This design comes from an exercise in tuning for small area, a short achievable clock period and few clock cycles per item on the open sky130 flow, not from production work. RTL that was checked went through simulation tests only; none was proved equivalent to the original.

==> job 8362 <==
## mult_controller
module mult_controller #(
    parameter integer WIDTH = 32
)
(
    input logic clk,
    input logic rst_n,
    input logic start,
    input logic signed [WIDTH - 1: 0] multiplicand,
    input logic signed [WIDTH - 1: 0] multiplier,
    output logic signed [2 * WIDTH - 1: 0] product,
    output logic done
);
export LEC_CHECK = 0
export ABC_AREA = 1
export CAP_MARGIN = 20
export CORE_MARGIN = 2
export CORE_UTILIZATION = 40
export CTS_BUF_LIST = sky130_fd_sc_hd__clkbuf_8
export SETUP_SLACK_MARGIN = 1.3
export SLEW_MARGIN = 20
export BUFFER_PORTS_ARGS = -buffer_cell sky130_fd_sc_hd__buf_1
export SYNTH_OPERATIONS_ARGS = -noshare
create_clock -name core_clock -period 4.5 [get_ports {clk}]
standard.sh (not shown) runs the stock make flow with config.mk's settings and CLKGATE_MAP_FILE= SYNTH_SCRIPT=/design/flow/synth_recipe.tcl, a recipe that flattens the netlist after the stock synthesis.
==> flow/flow/run.sh <==
#!/bin/bash
# The standard layout, except that:
# - the port buffers are plain buffers (sky130_fd_sc_hd__buf_1, which timing
#   repair may resize) instead of the delay cells buffer_ports picks;
# - synthesis maps adders with yosys's own Brent-Kung carry lookahead instead
#   of the Kogge-Stone extra map (any non-empty SYNTH_OPERATIONS_ARGS drops
#   it; -noshare is already on every synth call).
set -euo pipefail
echo 'export BUFFER_PORTS_ARGS = -buffer_cell sky130_fd_sc_hd__buf_1' >> config.mk
echo 'export SYNTH_OPERATIONS_ARGS = -noshare' >> config.mk
bash standard.sh > standard.log 2>&1
==> job 7609: changes against job 8362 <==
--- a/flow/design.v
+++ b/flow/design.v
@@ -13,11 +13,10 @@
     logic busy;                   
     logic [1:0] cnt;             
     logic [31:0] pl;              
     logic bprev;                  
     logic [31:0] ph;              
-    logic kc;                     
     logic [39:0] q0, q1;          
     wire [31:0] mx = multiplier;
     wire [8:0] wp = {mx[7:0], 1'b0};
     wire [8:0] wr = {pl[7:0], bprev};
     wire [32:0] am = {multiplicand[31], multiplicand};   
@@ -27,43 +26,43 @@
     wire onep0 = wp0[0] ^ wp0[1];
     wire twop0 = (wp0[2] & ~wp0[1] & ~wp0[0]) | (~wp0[2] & wp0[1] & wp0[0]);
     wire [2:0] wr0 = wr[2:0];
     wire oner0 = wr0[0] ^ wr0[1];
     wire twor0 = (wr0[2] & ~wr0[1] & ~wr0[0]) | (~wr0[2] & wr0[1] & wr0[0]);
-    wire one0 = busy ? oner0 : onep0;
-    wire two0 = busy ? twor0 : twop0;
-    assign ng[0] = busy ? wr0[2] : wp0[2];
+    wire one0 = start ? onep0 : oner0;
+    wire two0 = start ? twop0 : twor0;
+    assign ng[0] = start ? wp0[2] : wr0[2];
     wire [32:0] x0 = ((am & {33{one0}}) | (a2 & {33{two0}})) ^ {33{ng[0]}};
     wire [2:0] wp1 = wp[4:2];
     wire onep1 = wp1[0] ^ wp1[1];
     wire twop1 = (wp1[2] & ~wp1[1] & ~wp1[0]) | (~wp1[2] & wp1[1] & wp1[0]);
     wire [2:0] wr1 = wr[4:2];
     wire oner1 = wr1[0] ^ wr1[1];
     wire twor1 = (wr1[2] & ~wr1[1] & ~wr1[0]) | (~wr1[2] & wr1[1] & wr1[0]);
-    wire one1 = busy ? oner1 : onep1;
-    wire two1 = busy ? twor1 : twop1;
-    assign ng[1] = busy ? wr1[2] : wp1[2];
+    wire one1 = start ? onep1 : oner1;
+    wire two1 = start ? twop1 : twor1;
+    assign ng[1] = start ? wp1[2] : wr1[2];
     wire [32:0] x1 = ((am & {33{one1}}) | (a2 & {33{two1}})) ^ {33{ng[1]}};
     wire [2:0] wp2 = wp[6:4];
     wire onep2 = wp2[0] ^ wp2[1];
     wire twop2 = (wp2[2] & ~wp2[1] & ~wp2[0]) | (~wp2[2] & wp2[1] & wp2[0]);
     wire [2:0] wr2 = wr[6:4];
     wire oner2 = wr2[0] ^ wr2[1];
     wire twor2 = (wr2[2] & ~wr2[1] & ~wr2[0]) | (~wr2[2] & wr2[1] & wr2[0]);
-    wire one2 = busy ? oner2 : onep2;
-    wire two2 = busy ? twor2 : twop2;
-    assign ng[2] = busy ? wr2[2] : wp2[2];
+    wire one2 = start ? onep2 : oner2;
+    wire two2 = start ? twop2 : twor2;
+    assign ng[2] = start ? wp2[2] : wr2[2];
     wire [32:0] x2 = ((am & {33{one2}}) | (a2 & {33{two2}})) ^ {33{ng[2]}};
     wire [2:0] wp3 = wp[8:6];
     wire onep3 = wp3[0] ^ wp3[1];
     wire twop3 = (wp3[2] & ~wp3[1] & ~wp3[0]) | (~wp3[2] & wp3[1] & wp3[0]);
     wire [2:0] wr3 = wr[8:6];
     wire oner3 = wr3[0] ^ wr3[1];
     wire twor3 = (wr3[2] & ~wr3[1] & ~wr3[0]) | (~wr3[2] & wr3[1] & wr3[0]);
-    wire one3 = busy ? oner3 : onep3;
-    wire two3 = busy ? twor3 : twop3;
-    assign ng[3] = busy ? wr3[2] : wp3[2];
+    wire one3 = start ? onep3 : oner3;
+    wire two3 = start ? twop3 : twor3;
+    assign ng[3] = start ? wp3[2] : wr3[2];
     wire [32:0] x3 = ((am & {33{one3}}) | (a2 & {33{two3}})) ^ {33{ng[3]}};
     wire s1 = ng[1] ^ x0[2];
     wire c2 = ng[1] & x0[2];
     wire s3 = x0[3] ^ x1[1];
     wire c4 = x0[3] & x1[1];
@@ -71,24 +70,24 @@
     wire c6 = (ng[2] & x0[4]) | (ng[2] & x1[2]) | (x0[4] & x1[2]);
     wire s7 = x2[0] ^ c4;
     wire c8 = x2[0] & c4;
     wire s9 = x0[5] ^ x1[3] ^ x2[1];
     wire c10 = (x0[5] & x1[3]) | (x0[5] & x2[1]) | (x1[3] & x2[1]);
-    wire s11 = c6 ^ c8 ^ s9;
-    wire c12 = (c6 & c8) | (c6 & s9) | (c8 & s9);
+    wire s11 = c6 ^ c8;
+    wire c12 = c6 & c8;
     wire s13 = ng[3] ^ x0[6] ^ x1[4];
     wire c14 = (ng[3] & x0[6]) | (ng[3] & x1[4]) | (x0[6] & x1[4]);
     wire s15 = x2[2] ^ x3[0] ^ c10;
     wire c16 = (x2[2] & x3[0]) | (x2[2] & c10) | (x3[0] & c10);
     wire s17 = s13 ^ c12;
     wire c18 = s13 & c12;
     wire s19 = x0[7] ^ x1[5] ^ x2[3];
     wire c20 = (x0[7] & x1[5]) | (x0[7] & x2[3]) | (x1[5] & x2[3]);
     wire s21 = x3[1] ^ c14 ^ s19;
     wire c22 = (x3[1] & c14) | (x3[1] & s19) | (c14 & s19);
-    wire s23 = c16 ^ s21;
-    wire c24 = c16 & s21;
+    wire s23 = c16 ^ c18;
+    wire c24 = c16 & c18;
     wire s25 = x0[8] ^ x1[6] ^ x2[4];
     wire c26 = (x0[8] & x1[6]) | (x0[8] & x2[4]) | (x1[6] & x2[4]);
     wire s27 = x3[2] ^ c20 ^ s25;
     wire c28 = (x3[2] & c20) | (x3[2] & s25) | (c20 & s25);
     wire s29 = c22 ^ s27;
@@ -256,20 +255,17 @@
     wire s191 = ~x2[32] ^ x3[30] ^ c188;
     wire c192 = (~x2[32] & x3[30]) | (~x2[32] & c188) | (x3[30] & c188);
     wire s193 = 1'b1 ^ x3[31];
     wire c194 = 1'b1 & x3[31];
     always_ff @(posedge clk) begin
-        q0 <= {1'b1, ~x3[32], c192, c190, c186, c180, c174, c168, c162, c156, c150, c144, c138, c132, c126, c120, c114, c108, c102, c96, c90, c84, c78, c72, c66, c60, c54, c48, c42, c36, c30, c24, c18, s15, s11, s5, c2, x1[0], x0[1], x0[0]};
-        q1 <= {1'b0, c194, s193, s191, s189, s185, s179, s173, s167, s161, s155, s149, s143, s137, s131, s125, s119, s113, s107, s101, s95, s89, s83, s77, s71, s65, s59, s53, s47, s41, s35, s29, s23, s17, 1'b0, s7, s3, s1, 1'b0, ng[0]};
+        q0 <= {1'b1, ~x3[32], c192, c190, c186, c180, c174, c168, c162, c156, c150, c144, c138, c132, c126, c120, c114, c108, c102, c96, c90, c84, c78, c72, c66, c60, c54, c48, c42, c36, c30, c24, s21, s15, s9, s5, c2, x1[0], x0[1], x0[0]};
+        q1 <= {1'b0, c194, s193, s191, s189, s185, s179, s173, s167, s161, s155, s149, s143, s137, s131, s125, s119, s113, s107, s101, s95, s89, s83, s77, s71, s65, s59, s53, s47, s41, s35, s29, s23, s17, s11, s7, s3, s1, 1'b0, ng[0]};
     end
     wire [39:0] acc = {{8{ph[31]}}, ph};
-    wire [39:0] qk = {q1[39:6], kc, q1[4:0]};
-    wire [39:0] t0 = acc ^ q0 ^ qk;
-    wire [39:0] t1 = {(acc[38:0] & q0[38:0]) | (acc[38:0] & qk[38:0]) | (q0[38:0] & qk[38:0]), 1'b0};
-    wire [13:0] lo = t0[12:0] + t1[12:0];
-    wire [26:0] hi = t0[39:13] + t1[39:13];
-    wire [39:0] sum = {hi, lo[12:0]};
+    wire [39:0] t0 = acc ^ q0 ^ q1;
+    wire [39:0] t1 = {(acc[38:0] & q0[38:0]) | (acc[38:0] & q1[38:0]) | (q0[38:0] & q1[38:0]), 1'b0};
+    wire [39:0] sum = t0 + t1;
     always_ff @(posedge clk or negedge rst_n) begin
         if (!rst_n) begin
             busy <= 1'b0;
             cnt  <= '0;
             done <= 1'b0;
@@ -287,17 +283,14 @@
     end
     always_ff @(posedge clk) begin
         if (busy) begin
             pl    <= {sum[7:0], pl[31:8]};
             ph    <= sum[39:8];
-            kc    <= lo[13];
             bprev <= pl[7];
         end else if (start) begin
             ph    <= '0;
-            kc    <= 1'b0;
             pl    <= {8'd0, mx[31:8]};
             bprev <= mx[7];
         end
     end
-    wire [31:0] phr = {ph[31:5] + kc, ph[4:0]};
-    assign product = {phr, pl};
+    assign product = {ph, pl};
 endmodule
==> flow/flow/run.sh (replaced) <==
#!/bin/bash
# The standard layout, except that the port buffers are plain buffers
# (sky130_fd_sc_hd__buf_1, which timing repair may resize) instead of the
# delay cells buffer_ports picks by default.
set -euo pipefail
echo 'export BUFFER_PORTS_ARGS = -buffer_cell sky130_fd_sc_hd__buf_1' >> config.mk
bash standard.sh > standard.log 2>&1
--- a/flow/config.mk
+++ b/flow/config.mk
@@ -11,6 +11,5 @@
 export CORE_UTILIZATION = 40
 export CTS_BUF_LIST = sky130_fd_sc_hd__clkbuf_8
 export SETUP_SLACK_MARGIN = 1.3
 export SLEW_MARGIN = 20
 export BUFFER_PORTS_ARGS = -buffer_cell sky130_fd_sc_hd__buf_1
-export SYNTH_OPERATIONS_ARGS = -noshare
==> job 1095: changes against job 8362 <==
--- a/flow/design.v
+++ b/flow/design.v
@@ -13,57 +13,36 @@
     logic busy;                   
     logic [1:0] cnt;             
     logic [31:0] pl;              
     logic bprev;                  
     logic [31:0] ph;              
-    logic kc;                     
     logic [39:0] q0, q1;          
     wire [31:0] mx = multiplier;
-    wire [8:0] wp = {mx[7:0], 1'b0};
-    wire [8:0] wr = {pl[7:0], bprev};
+    wire [7:0] mb = busy ? pl[7:0] : mx[7:0];
+    wire [8:0] win = {mb, bprev & busy};
     wire [32:0] am = {multiplicand[31], multiplicand};   
     wire [32:0] a2 = {multiplicand, 1'b0};               
     wire [3:0] ng;
-    wire [2:0] wp0 = wp[2:0];
-    wire onep0 = wp0[0] ^ wp0[1];
-    wire twop0 = (wp0[2] & ~wp0[1] & ~wp0[0]) | (~wp0[2] & wp0[1] & wp0[0]);
-    wire [2:0] wr0 = wr[2:0];
-    wire oner0 = wr0[0] ^ wr0[1];
-    wire twor0 = (wr0[2] & ~wr0[1] & ~wr0[0]) | (~wr0[2] & wr0[1] & wr0[0]);
-    wire one0 = busy ? oner0 : onep0;
-    wire two0 = busy ? twor0 : twop0;
-    assign ng[0] = busy ? wr0[2] : wp0[2];
+    wire [2:0] w0 = win[2:0];
+    wire one0 = w0[0] ^ w0[1];
+    wire two0 = (w0[2] & ~w0[1] & ~w0[0]) | (~w0[2] & w0[1] & w0[0]);
+    assign ng[0] = w0[2];
     wire [32:0] x0 = ((am & {33{one0}}) | (a2 & {33{two0}})) ^ {33{ng[0]}};
-    wire [2:0] wp1 = wp[4:2];
-    wire onep1 = wp1[0] ^ wp1[1];
-    wire twop1 = (wp1[2] & ~wp1[1] & ~wp1[0]) | (~wp1[2] & wp1[1] & wp1[0]);
-    wire [2:0] wr1 = wr[4:2];
-    wire oner1 = wr1[0] ^ wr1[1];
-    wire twor1 = (wr1[2] & ~wr1[1] & ~wr1[0]) | (~wr1[2] & wr1[1] & wr1[0]);
-    wire one1 = busy ? oner1 : onep1;
-    wire two1 = busy ? twor1 : twop1;
-    assign ng[1] = busy ? wr1[2] : wp1[2];
+    wire [2:0] w1 = win[4:2];
+    wire one1 = w1[0] ^ w1[1];
+    wire two1 = (w1[2] & ~w1[1] & ~w1[0]) | (~w1[2] & w1[1] & w1[0]);
+    assign ng[1] = w1[2];
     wire [32:0] x1 = ((am & {33{one1}}) | (a2 & {33{two1}})) ^ {33{ng[1]}};
-    wire [2:0] wp2 = wp[6:4];
-    wire onep2 = wp2[0] ^ wp2[1];
-    wire twop2 = (wp2[2] & ~wp2[1] & ~wp2[0]) | (~wp2[2] & wp2[1] & wp2[0]);
-    wire [2:0] wr2 = wr[6:4];
-    wire oner2 = wr2[0] ^ wr2[1];
-    wire twor2 = (wr2[2] & ~wr2[1] & ~wr2[0]) | (~wr2[2] & wr2[1] & wr2[0]);
-    wire one2 = busy ? oner2 : onep2;
-    wire two2 = busy ? twor2 : twop2;
-    assign ng[2] = busy ? wr2[2] : wp2[2];
+    wire [2:0] w2 = win[6:4];
+    wire one2 = w2[0] ^ w2[1];
+    wire two2 = (w2[2] & ~w2[1] & ~w2[0]) | (~w2[2] & w2[1] & w2[0]);
+    assign ng[2] = w2[2];
     wire [32:0] x2 = ((am & {33{one2}}) | (a2 & {33{two2}})) ^ {33{ng[2]}};
-    wire [2:0] wp3 = wp[8:6];
-    wire onep3 = wp3[0] ^ wp3[1];
-    wire twop3 = (wp3[2] & ~wp3[1] & ~wp3[0]) | (~wp3[2] & wp3[1] & wp3[0]);
-    wire [2:0] wr3 = wr[8:6];
-    wire oner3 = wr3[0] ^ wr3[1];
-    wire twor3 = (wr3[2] & ~wr3[1] & ~wr3[0]) | (~wr3[2] & wr3[1] & wr3[0]);
-    wire one3 = busy ? oner3 : onep3;
-    wire two3 = busy ? twor3 : twop3;
-    assign ng[3] = busy ? wr3[2] : wp3[2];
+    wire [2:0] w3 = win[8:6];
+    wire one3 = w3[0] ^ w3[1];
+    wire two3 = (w3[2] & ~w3[1] & ~w3[0]) | (~w3[2] & w3[1] & w3[0]);
+    assign ng[3] = w3[2];
     wire [32:0] x3 = ((am & {33{one3}}) | (a2 & {33{two3}})) ^ {33{ng[3]}};
     wire s1 = ng[1] ^ x0[2];
     wire c2 = ng[1] & x0[2];
     wire s3 = x0[3] ^ x1[1];
     wire c4 = x0[3] & x1[1];
@@ -71,24 +50,24 @@
     wire c6 = (ng[2] & x0[4]) | (ng[2] & x1[2]) | (x0[4] & x1[2]);
     wire s7 = x2[0] ^ c4;
     wire c8 = x2[0] & c4;
     wire s9 = x0[5] ^ x1[3] ^ x2[1];
     wire c10 = (x0[5] & x1[3]) | (x0[5] & x2[1]) | (x1[3] & x2[1]);
-    wire s11 = c6 ^ c8 ^ s9;
-    wire c12 = (c6 & c8) | (c6 & s9) | (c8 & s9);
+    wire s11 = c6 ^ c8;
+    wire c12 = c6 & c8;
     wire s13 = ng[3] ^ x0[6] ^ x1[4];
     wire c14 = (ng[3] & x0[6]) | (ng[3] & x1[4]) | (x0[6] & x1[4]);
     wire s15 = x2[2] ^ x3[0] ^ c10;
     wire c16 = (x2[2] & x3[0]) | (x2[2] & c10) | (x3[0] & c10);
     wire s17 = s13 ^ c12;
     wire c18 = s13 & c12;
     wire s19 = x0[7] ^ x1[5] ^ x2[3];
     wire c20 = (x0[7] & x1[5]) | (x0[7] & x2[3]) | (x1[5] & x2[3]);
     wire s21 = x3[1] ^ c14 ^ s19;
     wire c22 = (x3[1] & c14) | (x3[1] & s19) | (c14 & s19);
-    wire s23 = c16 ^ s21;
-    wire c24 = c16 & s21;
+    wire s23 = c16 ^ c18;
+    wire c24 = c16 & c18;
     wire s25 = x0[8] ^ x1[6] ^ x2[4];
     wire c26 = (x0[8] & x1[6]) | (x0[8] & x2[4]) | (x1[6] & x2[4]);
     wire s27 = x3[2] ^ c20 ^ s25;
     wire c28 = (x3[2] & c20) | (x3[2] & s25) | (c20 & s25);
     wire s29 = c22 ^ s27;
@@ -256,20 +235,17 @@
     wire s191 = ~x2[32] ^ x3[30] ^ c188;
     wire c192 = (~x2[32] & x3[30]) | (~x2[32] & c188) | (x3[30] & c188);
     wire s193 = 1'b1 ^ x3[31];
     wire c194 = 1'b1 & x3[31];
     always_ff @(posedge clk) begin
-        q0 <= {1'b1, ~x3[32], c192, c190, c186, c180, c174, c168, c162, c156, c150, c144, c138, c132, c126, c120, c114, c108, c102, c96, c90, c84, c78, c72, c66, c60, c54, c48, c42, c36, c30, c24, c18, s15, s11, s5, c2, x1[0], x0[1], x0[0]};
-        q1 <= {1'b0, c194, s193, s191, s189, s185, s179, s173, s167, s161, s155, s149, s143, s137, s131, s125, s119, s113, s107, s101, s95, s89, s83, s77, s71, s65, s59, s53, s47, s41, s35, s29, s23, s17, 1'b0, s7, s3, s1, 1'b0, ng[0]};
+        q0 <= {1'b1, ~x3[32], c192, c190, c186, c180, c174, c168, c162, c156, c150, c144, c138, c132, c126, c120, c114, c108, c102, c96, c90, c84, c78, c72, c66, c60, c54, c48, c42, c36, c30, c24, s21, s15, s9, s5, c2, x1[0], x0[1], x0[0]};
+        q1 <= {1'b0, c194, s193, s191, s189, s185, s179, s173, s167, s161, s155, s149, s143, s137, s131, s125, s119, s113, s107, s101, s95, s89, s83, s77, s71, s65, s59, s53, s47, s41, s35, s29, s23, s17, s11, s7, s3, s1, 1'b0, ng[0]};
     end
     wire [39:0] acc = {{8{ph[31]}}, ph};
-    wire [39:0] qk = {q1[39:6], kc, q1[4:0]};
-    wire [39:0] t0 = acc ^ q0 ^ qk;
-    wire [39:0] t1 = {(acc[38:0] & q0[38:0]) | (acc[38:0] & qk[38:0]) | (q0[38:0] & qk[38:0]), 1'b0};
-    wire [13:0] lo = t0[12:0] + t1[12:0];
-    wire [26:0] hi = t0[39:13] + t1[39:13];
-    wire [39:0] sum = {hi, lo[12:0]};
+    wire [39:0] t0 = acc ^ q0 ^ q1;
+    wire [39:0] t1 = {(acc[38:0] & q0[38:0]) | (acc[38:0] & q1[38:0]) | (q0[38:0] & q1[38:0]), 1'b0};
+    wire [39:0] sum = t0 + t1;
     always_ff @(posedge clk or negedge rst_n) begin
         if (!rst_n) begin
             busy <= 1'b0;
             cnt  <= '0;
             done <= 1'b0;
@@ -287,17 +263,14 @@
     end
     always_ff @(posedge clk) begin
         if (busy) begin
             pl    <= {sum[7:0], pl[31:8]};
             ph    <= sum[39:8];
-            kc    <= lo[13];
             bprev <= pl[7];
         end else if (start) begin
             ph    <= '0;
-            kc    <= 1'b0;
             pl    <= {8'd0, mx[31:8]};
             bprev <= mx[7];
         end
     end
-    wire [31:0] phr = {ph[31:5] + kc, ph[4:0]};
-    assign product = {phr, pl};
+    assign product = {ph, pl};
 endmodule
==> flow/flow/run.sh (replaced) <==
#!/bin/bash
# The standard layout, except that the port buffers are plain buffers
# (sky130_fd_sc_hd__buf_1, which timing repair may resize) instead of the
# delay cells buffer_ports picks by default.
set -euo pipefail
echo 'export BUFFER_PORTS_ARGS = -buffer_cell sky130_fd_sc_hd__buf_1' >> config.mk
bash standard.sh > standard.log 2>&1
--- a/flow/config.mk
+++ b/flow/config.mk
@@ -7,10 +7,8 @@
 export LEC_CHECK = 0
 export ABC_AREA = 1
 export CAP_MARGIN = 20
 export CORE_MARGIN = 2
 export CORE_UTILIZATION = 40
-export CTS_BUF_LIST = sky130_fd_sc_hd__clkbuf_8
-export SETUP_SLACK_MARGIN = 1.3
+export SETUP_SLACK_MARGIN = 1.2
 export SLEW_MARGIN = 20
 export BUFFER_PORTS_ARGS = -buffer_cell sky130_fd_sc_hd__buf_1
-export SYNTH_OPERATIONS_ARGS = -noshare
==> summary.md <==
| Metric | Value |
|---|---|
| Status | `finished clean` |
| Clock period minus worst slack | `between 3 and 4 ns` |
| Top flop regs | `q0: 39 flops, q1: 38 flops` |
| Post-route cell area | `about 14000 um2` |
| Total GRT Usage | `between 20% and 30%` |
| Worst-Margin Slew | `~0.74 ns` |
| Final core occ | `a little under half` |
-- figures above: job 1095

==> summary.md <==
| Metric | Value |
|---|---|
| Status | `finished clean` |
| Busiest grt layer | `met2` |
| Hold Slack | `approximately 0.25 ns` |
| Post-route cell area | `15400 um2` |
| Final core occ | `between 50% and 60%` |
| Post-synthesis xor/xnor area fraction | `about 12%` |
| Top flop regs | `q0: 39 flops, q1: 37 flops` |
| Clock period minus worst slack | `approximately 3.5 ns` |
| Worst-Margin Slew | `~0.83 ns` |
-- figures above: job 8362

==> summary.md <==
| Metric | Value |
|---|---|
| Final core occ | `approximately 47%` |
| Clock period minus worst slack | `around 3.1 ns` |
| Total GRT Usage | `between 20% and 30%` |
| Post-route cell area | `14600 um2` |
| Status | `finished clean` |
| Chip Height | `roughly 180 um` |
| Top flop regs | `q0: 39 flops, q1: 38 flops` |
-- figures above: job 7609

Testbench counts of job 1095, summed over its fixed seeds: cycles 8,008, items 1,600.
For job 8362 and job 7609, only the layout was checked, not whether the RTL still works.

## re-timing with driven ports
No port has a modelled driver above. Below, the same layouts with a new extraction and two added sets of constraints. Step 1 (the two cells are an assumption about what drives the block):
set clk [get_ports {clk}]
set_driving_cell -lib_cell sky130_fd_sc_hd__clkbuf_16 $clk
set_driving_cell -lib_cell sky130_fd_sc_hd__buf_2 [delete_from_list [all_inputs] $clk]
Step 2 moves the port delays by t, midway between the first and last clock arrival at a register: inputs arrive t later, outputs are due t later. That takes back most of the time a late clock gives input paths. Slacks: ideal ports / drivers / drivers and shift; pairs: ideal ports / drivers.
run | t, ns | setup slack, ns | latest minus earliest clock arrival (ns)
job 8362 | 0.492 | 0.982 / 0.983 / 0.491 | 0.030 / 0.030
job 7609 | 0.519 | 1.359 / 1.366 / 0.847 | 0.018 / 0.018
job 1095 | 0.485 | 1.249 / 1.249 / 0.847 | 0.015 / 0.015
After both steps setup and hold are still met in every run listed. The setup slack of job 7609, which loses most, moves by +0.007 ns with the drivers and by -0.512 ns with both steps.
